Source: an optimization exercise on an open RTL-to-GDS flow (aim: small area and a short achievable clock period). Production flows keep margins and buffers that such runs may drop. RTL that was checked went through simulation tests only; none was proved equivalent to the original.

## the reference run
Design sig_altmult_add, start of the top module:
module sig_altmult_add
(
	input signed [15:0] dataa, datab, datac, datad,
	input 		clock, aclr,
	output reg 	[32:0] result
);
Size: roughly 16000 um2 of cells after synthesis.
Settings: LEC_CHECK=0, CAP_MARGIN=20, CORE_MARGIN=2, CORE_UTILIZATION=40, CTS_BUF_LIST=sky130_fd_sc_hd__clkbuf_8, CTS_CLUSTER_DIAMETER=60, CTS_CLUSTER_SIZE=16, SETUP_SLACK_MARGIN=3.95, SLEW_MARGIN=20; clock period 7.0 ns.
standard.sh (not shown) runs the stock make flow with config.mk's settings and CLKGATE_MAP_FILE= SYNTH_SCRIPT=/design/flow/synth_recipe.tcl, a recipe that flattens the netlist after the stock synthesis.
==> flow/flow/run.sh <==
#!/bin/bash
set -uo pipefail
here=$(pwd)
bash standard.sh "SYNTH_ARGS=-noabc" \
  "BUFFER_PORTS_ARGS=-buffer_cell sky130_fd_sc_hd__buf_1" \
  "POST_FLOORPLAN_TCL=$here/flow/upsize.tcl" finish > run_make.log 2>&1
status=$?
tail -20 run_make.log
exit $status
==> flow/flow/upsize.tcl <==
foreach inst [get_cells -quiet {a_r* c_r* m0_* m1_*}] {
  if {[get_property [get_lib_cells -of_objects $inst] name] == "sky130_fd_sc_hd__dfxtp_1"} {
    replace_cell $inst sky130_fd_sc_hd__dfxtp_4
  }
}
Input changes introduced in the trial run (baseline for comparison: the reference run):
--- a/flow/design.v
+++ b/flow/design.v
@@ -2,19 +2,19 @@
 (
 	input signed [15:0] dataa, datab, datac, datad,
 	input 		clock, aclr,
 	output reg 	[32:0] result
 );
   reg [15:0] a_r, c_r;
   reg [7:0] m0_one_r, m0_two_r, m0_neg_r, m1_one_r, m1_two_r, m1_neg_r;
   reg [91:0] t_r;
   reg [32:0] s_r;
-  reg v1, v2, v3;
+  reg v1, v2;
   wire [7:0] one0, two0, neg0;
   wire [7:0] one1, two1, neg1;
   wire m0_pp0_0;
   wire m0_pp0_1;
   wire m0_pp0_2;
   wire m0_pp0_3;
   wire m0_pp0_4;
   wire m0_pp0_5;
   wire m0_pp0_6;
@@ -2137,24 +2137,23 @@
     t_r[83] <= s369;
     t_r[84] <= c406;
     t_r[85] <= c370;
     t_r[86] <= s371;
     t_r[87] <= s407;
     t_r[88] <= s177;
     t_r[89] <= c292;
     t_r[90] <= c408;
     t_r[91] <= c178;
-    s_r <= sum;
   end
   always @(posedge clock or posedge aclr) begin
     if (aclr) begin
       v1 <= 1'b0;
       v2 <= 1'b0;
-      v3 <= 1'b0;
+      s_r <= {33{1'b0}};
     end else begin
       v1 <= 1'b1;
       v2 <= v1;
-      v3 <= v2;
+      s_r <= v2 ? sum : {33{1'b0}};
     end
   end
-  always @* result = s_r & {33{v3}};
+  always @* result = s_r;
 endmodule
==> comparison <==
- The reference run and the trial run ended up with nearly the same final HPWL from detailed placement.
- As of the trial run, clock-buffer cell count had fallen by more than 10% compared to the reference run.
- Re pre-CTS setup slack: the reference run and the trial run aren't equal, and the higher value belongs to the trial run.
- In the tables for the reference run and the trial run, global-route wire length before repair reads higher with the reference run.
- Note that the final weighted congestion in routability-driven placement recorded for the trial run amounts to 1.05 times the value seen in the reference run.
- The trial run reached the end of the flow, and the finished layout is clean on the timing, DRC and antenna checks.
- Diff the reference run -> the trial run: layout buffer count excluding clock buffers has increased; die height has remained practically unchanged.
The RTL of the trial run was laid out without a check of its function.

========
before:
Another version of the RTL of sig_altmult_add (not shown whole).
Size in the first run: about 99 I/O pins, ~0.016 mm2 of cells after synthesis.
## sig_altmult_add
module sig_altmult_add
(
	input signed [15:0] dataa, datab, datac, datad,
	input 		clock, aclr,
	output reg 	[32:0] result
);
  reg [15:0] a_r, c_r;
  reg [7:0] m0_one_r, m0_two_r, m0_neg_r, m1_one_r, m1_two_r, m1_neg_r;
  reg [85:0] t_r;
  reg [32:0] s_r;
  reg v1, v2, v3;
  wire [7:0] one0, two0, neg0;
  wire [7:0] one1, two1, neg1;
  wire m0_pp0_0;
  wire m0_pp0_1;
  wire m0_pp0_2;
  wire m0_pp0_3;
  wire m0_pp0_4;
  wire m0_pp0_5;
  wire m0_pp0_6;
  wire m0_pp0_7;
  wire m0_pp0_8;
  wire m0_pp0_9;
  wire m0_pp0_10;
  wire m0_pp0_11;
  wire m0_pp0_12;
  wire m0_pp0_13;
  wire m0_pp0_14;
  wire m0_pp0_15;
  wire m0_pp0_16;
  wire m0_pp1_0;
  wire m0_pp1_1;
  wire m0_pp1_2;
  wire m0_pp1_3;
  wire m0_pp1_4;
  wire m0_pp1_5;
  wire m0_pp1_6;
  wire m0_pp1_7;
  wire m0_pp1_8;
  wire m0_pp1_9;
  wire m0_pp1_10;
  wire m0_pp1_11;
  wire m0_pp1_12;
  wire m0_pp1_13;
  wire m0_pp1_14;
  wire m0_pp1_15;
  wire m0_pp1_16;
  wire m0_pp2_0;
  wire m0_pp2_1;
  wire m0_pp2_2;
  wire m0_pp2_3;
  wire m0_pp2_4;
  wire m0_pp2_5;
  wire m0_pp2_6;
  wire m0_pp2_7;
  wire m0_pp2_8;
  wire m0_pp2_9;
  wire m0_pp2_10;
  wire m0_pp2_11;
  wire m0_pp2_12;
  wire m0_pp2_13;
  wire m0_pp2_14;
  wire m0_pp2_15;
  wire m0_pp2_16;
  wire m0_pp3_0;
  wire m0_pp3_1;
  wire m0_pp3_2;
  wire m0_pp3_3;
  wire m0_pp3_4;
  wire m0_pp3_5;
  wire m0_pp3_6;
  wire m0_pp3_7;
  wire m0_pp3_8;
  wire m0_pp3_9;
  wire m0_pp3_10;
  wire m0_pp3_11;
  wire m0_pp3_12;
  wire m0_pp3_13;
  wire m0_pp3_14;
  wire m0_pp3_15;
  wire m0_pp3_16;
  wire m0_pp4_0;
  wire m0_pp4_1;
  wire m0_pp4_2;
  wire m0_pp4_3;
  wire m0_pp4_4;
  wire m0_pp4_5;
  wire m0_pp4_6;
  wire m0_pp4_7;
  wire m0_pp4_8;
  wire m0_pp4_9;
  wire m0_pp4_10;
  wire m0_pp4_11;
  wire m0_pp4_12;
  wire m0_pp4_13;
  wire m0_pp4_14;
  wire m0_pp4_15;
  wire m0_pp4_16;
  wire m0_pp5_0;
  wire m0_pp5_1;
  wire m0_pp5_2;
  wire m0_pp5_3;
  wire m0_pp5_4;
  wire m0_pp5_5;
  wire m0_pp5_6;
  wire m0_pp5_7;
  wire m0_pp5_8;
  wire m0_pp5_9;
  wire m0_pp5_10;
  wire m0_pp5_11;
  wire m0_pp5_12;
  wire m0_pp5_13;
  wire m0_pp5_14;
  wire m0_pp5_15;
  wire m0_pp5_16;
  wire m0_pp6_0;
  ...
Settings: LEC_CHECK=0, CAP_MARGIN=20, CORE_MARGIN=2, CORE_UTILIZATION=40, CTS_BUF_LIST=sky130_fd_sc_hd__clkbuf_16, CTS_CLUSTER_DIAMETER=100, CTS_CLUSTER_SIZE=28, SETUP_SLACK_MARGIN=3.95, SLEW_MARGIN=20; clock period 7.0 ns.
Scripts as last shown in full above: flow/flow/run.sh, flow/flow/upsize.tcl
before | stages: all done | timing, DRC, antenna: all pass
> inputs changed (before -> after)
diff --git a/flow/design.v b/flow/design.v
--- a/flow/design.v
+++ b/flow/design.v
@@ -2,19 +2,19 @@
 (
 	input signed [15:0] dataa, datab, datac, datad,
 	input 		clock, aclr,
 	output reg 	[32:0] result
 );
   reg [15:0] a_r, c_r;
   reg [7:0] m0_one_r, m0_two_r, m0_neg_r, m1_one_r, m1_two_r, m1_neg_r;
   reg [85:0] t_r;
   reg [32:0] s_r;
-  reg v1, v2, v3;
+  reg v1, v2;
   wire [7:0] one0, two0, neg0;
   wire [7:0] one1, two1, neg1;
   wire m0_pp0_0;
   wire m0_pp0_1;
   wire m0_pp0_2;
   wire m0_pp0_3;
   wire m0_pp0_4;
   wire m0_pp0_5;
   wire m0_pp0_6;
@@ -1771,24 +1771,23 @@
     t_r[77] <= s369;
     t_r[78] <= c418;
     t_r[79] <= c370;
     t_r[80] <= s371;
     t_r[81] <= s419;
     t_r[82] <= s177;
     t_r[83] <= c292;
     t_r[84] <= c420;
     t_r[85] <= c178;
-    s_r <= sum;
   end
   always @(posedge clock or posedge aclr) begin
     if (aclr) begin
       v1 <= 1'b0;
       v2 <= 1'b0;
-      v3 <= 1'b0;
+      s_r <= {33{1'b0}};
     end else begin
       v1 <= 1'b1;
       v2 <= v1;
-      v3 <= v2;
+      s_r <= v2 ? sum : {33{1'b0}};
     end
   end
-  always @* result = s_r & {33{v3}};
+  always @* result = s_r;
 endmodule
Findings:
after reached the final stage; the timing, DRC and antenna checks on its layout passed.
after vs. before: post-route minimum period increased by 19 ps relative to the old numbers, net count after synthesis picked up an extra 0.32%, portion of the clock cycle consumed by the worst path in the final layout went up by 0.27 points.
Of the two values seen for capturing instance or port of the critical path, s_r[27]$_DFF_PP0_ was produced by after and t_r[46]$_DFF_P_ by before.
after ends up with higher transition time at the pin with the least slew margin than before does.
The run showing the greater cell area after placement is after.
The worst hold slack was comparable across after and before.
Number of cells traversed by the worst register-to-register path ended up 4 higher on after than on before.
No functional check of the RTL was part of before.

==> afterwards: timing with drivers on the ports <==
Ports are ideal in the flow. The routed layouts listed here were re-timed in OpenROAD. Step 1, drivers: a clkbuf_16 drives clock and a buf_2 each remaining input, both assumed. Step 2, shift: input delay + t, output delay - t, t = (earliest + latest rising clock arrival at the registers) / 2. This alone moves slack from input paths to output paths. Three values: ideal, step 1, step 2; two values: the first two.
| run | t, ns | setup WS [ns] | clock arrival spread, ns | pins driven straight from the clock port |
|---|---|---|---|---|
| the reference run | 0.611 | 3.950 / 3.909 / 3.950 | 0.043 / 0.043 | 1 |
| the trial run | 0.605 | 3.915 / 3.915 / 3.915 | 0.022 / 0.022 | 1 |
| before | 0.546 | 4.007 / 4.007 / 4.007 | 0.026 / 0.025 | 1 |
| after | 0.549 | 3.988 / 3.988 / 3.988 | 0.033 / 0.032 | 1 |
After both steps setup and hold are still met in every run listed.
